Background: an optimization exercise with open tools, aiming at small area and a short achievable clock period. Do not read the settings as production practice. The RTL was checked by simulation tests, not by an equivalence proof against the original design.

==> flow/design.v (excerpt) <==
module fma #(
                parameter int FW = 23,
                parameter int EW = 8
            )(
                input logic clk,
                input logic [2 : 0] rm,
                input logic [3:0] op,
                input logic [EW + FW : 0]  opA,
                input logic [EW + FW : 0]  opB,
                input logic [EW + FW : 0]  opC,
                output logic [EW + FW : 0]  result
            );
Settings: LEC_CHECK=0, ABC_AREA=1, CAP_MARGIN=20, CORE_MARGIN=2, CORE_UTILIZATION=60, CTS_CLUSTER_DIAMETER=120, CTS_CLUSTER_SIZE=28, SLEW_MARGIN=20, SYNTH_HIERARCHICAL=1, SYNTH_MINIMUM_KEEP_SIZE=0; clock period 55.0 ns.
standard.sh (not shown) runs the stock make flow with config.mk's settings and CLKGATE_MAP_FILE= SYNTH_SCRIPT=/design/flow/synth_recipe.tcl, a recipe that flattens the netlist after the stock synthesis.
==> flow/flow/run.sh <==
#!/bin/bash
# The standard layout (bash standard.sh), with plain buffers on the ports
# instead of the delay buffers buffer_ports picks by default.
set -euo pipefail
export BUFFER_PORTS_ARGS="-buffer_cell sky130_fd_sc_hd__buf_1"
bash standard.sh > standard.log 2>&1
The baseline finished with timing, DRC and antenna clean.
Then changed:
CORE_UTILIZATION = 40   (was 60)
What happened: Global-route usage went down by 12 points; worst setup slack improves by 7.3 ps; clock-buffer cell count went up by 1; routed wire length went up by 2.6%; final cell count went up by 6.8%; hold slack improves by 59 ps; clock skew went down by 32 ps.
Then changed:
CORE_UTILIZATION = 60   (was 40)
CTS_CLUSTER_SIZE = 20   (was 28)
The new run ran to the end with no violations.
Final cell count went down by a few percent.
Hold slack loses 64 ps.
Utilization came out higher by 21 points.
Worst setup slack improved by 19 ps.
Via count went up slightly.
Count of clock-buffer cells in the layout increases by 1.
Maximum frequency barely changes.
Global-route usage went up by 12 points.
Wire length is lower by a few percent.
Then changed:
CORE_UTILIZATION = 40   (was 60)
CTS_CLUSTER_DIAMETER = not set   (was 120)
CTS_CLUSTER_SIZE = not set   (was 20)
What happened: Cell count climbs by 7.2%. Fmax drops by about 0.4%. Sequential share of layout area drops by 0.30 points. Setup slack is worse by 50 ps. Utilization drops by 20 points.

--- another note on this design; it stands on its own ---

==> inputs of job 2455 <==
==> flow/design.v (excerpt) <==
module fma #(
                parameter int FW = 23,
                parameter int EW = 8
            )(
                input logic clk,
                input logic [2 : 0] rm,
                input logic [3:0] op,
                input logic [EW + FW : 0]  opA,
                input logic [EW + FW : 0]  opB,
                input logic [EW + FW : 0]  opC,
                output logic [EW + FW : 0]  result
            );
==> flow/config.mk <==
export PLATFORM = sky130hd
export DESIGN_NAME = fma
export DESIGN_NICKNAME = fma
export VERILOG_FILES = /design/flow/design.v
export SDC_FILE = /design/flow/constraint.sdc
export NUM_CORES = 4
export LEC_CHECK = 0
export ABC_AREA = 1
export CAP_MARGIN = 20
export CORE_MARGIN = 2
export CORE_UTILIZATION = 55
export CTS_CLUSTER_DIAMETER = 120
export CTS_CLUSTER_SIZE = 28
export SLEW_MARGIN = 20
export SYNTH_HIERARCHICAL = 1
export SYNTH_MINIMUM_KEEP_SIZE = 0
==> flow/constraint.sdc <==
create_clock -name core_clock -period 55.0 [get_ports {clk}]
set_input_delay 11.0000 -clock core_clock [delete_from_list [all_inputs] [get_ports {clk}]]
set_output_delay 11.0000 -clock core_clock [all_outputs]
set_load 0.01 [all_outputs]
standard.sh (not shown) runs the stock make flow with config.mk's settings and CLKGATE_MAP_FILE= SYNTH_SCRIPT=/design/flow/synth_recipe.tcl, a recipe that flattens the netlist after the stock synthesis.
==> flow/flow/run.sh <==
#!/bin/bash
# The standard layout (bash standard.sh), with plain buffers on the ports
# instead of the delay buffers buffer_ports picks by default.
set -euo pipefail
export BUFFER_PORTS_ARGS="-buffer_cell sky130_fd_sc_hd__buf_1"
bash standard.sh > standard.log 2>&1
==> job 851: changes against job 2455 <==
CORE_UTILIZATION = 40   (was 55)
==> qor summary <==
quantity	job 2455	job 851
Final Cell Area	35,000 µm²	35,200 µm²
Outcome	no timing/DRC/antenna violations	no timing/DRC/antenna violations
Reg2Reg Depth	48	46
Share of the final layout cell area in sequential cells	13.2%	13.1%
Number of filler instances in the final layout	6,082	8,828
Global routing met3 resource utilization	9.46%	6.27%
Vertical die dimension	251 µm	294 µm
First element of the critical path	result[19]	result[23]
Clock latency reported for the late side of the worst-skew pair	570 ps	560 ps
1st-pass router iterations	14	6
Final weighted congestion of routability-driven global placement	1.06	1.03
NonClk Buf Share	3.42%	3.04%
Routed wire per std cell	22.9 µm	21.7 µm
Met2 Track Usage GR	63.7%	46.8%
Clock-cell share of area	1.70%	1.63%
Worst stage delay on the critical path	340 ps	330 ps
Final cell count without fillers	5,742	6,022

[port drivers added, routing unchanged]
The flow's constraints put no driver on any port. The routed layouts listed below were extracted and timed again, unchanged, in two steps.
Step 1 assumes that a clkbuf_16 drives the clock port and a buf_2 every other input.
Step 2 moves the port delays by t, midway between the first and last clock arrival at a register: inputs arrive t later, outputs are due t later. That takes back most of the time a late clock gives input paths.
Slacks: ideal ports / drivers / drivers and shift; pairs: ideal ports / drivers.
| run | t, ns | slack for setup (ns) | worst hold slack (ns) | worst setup path at the end | worst data-port slew with drivers (ns) |
|---|---|---|---|---|---|
| the first run of note 1 | 0.579 | 42.968 / 42.911 / 43.489 | 0.350 / 0.350 / 0.350 | register to output | 0.04 |
| the second run of note 1 | 0.587 | 42.975 / 42.915 / 43.502 | 0.409 / 0.409 / 0.409 | register to output | 0.04 |
| the third run of note 1 | 0.589 | 42.994 / 42.928 / 43.518 | 0.345 / 0.345 / 0.345 | register to output | 0.05 |
| the fourth run of note 1 | 0.643 | 42.944 / 42.878 / 43.521 | 0.384 / 0.384 / 0.384 | register to output | 0.04 |
| job 2455 | 0.610 | 42.959 / 42.895 / 43.293 | 0.336 / 0.336 / 0.336 | input to register | 0.04 |
| job 851 | 0.617 | 42.957 / 42.889 / 43.282 | 0.344 / 0.344 / 0.344 | input to register | 0.04 |
After both steps every run listed still meets setup and hold.
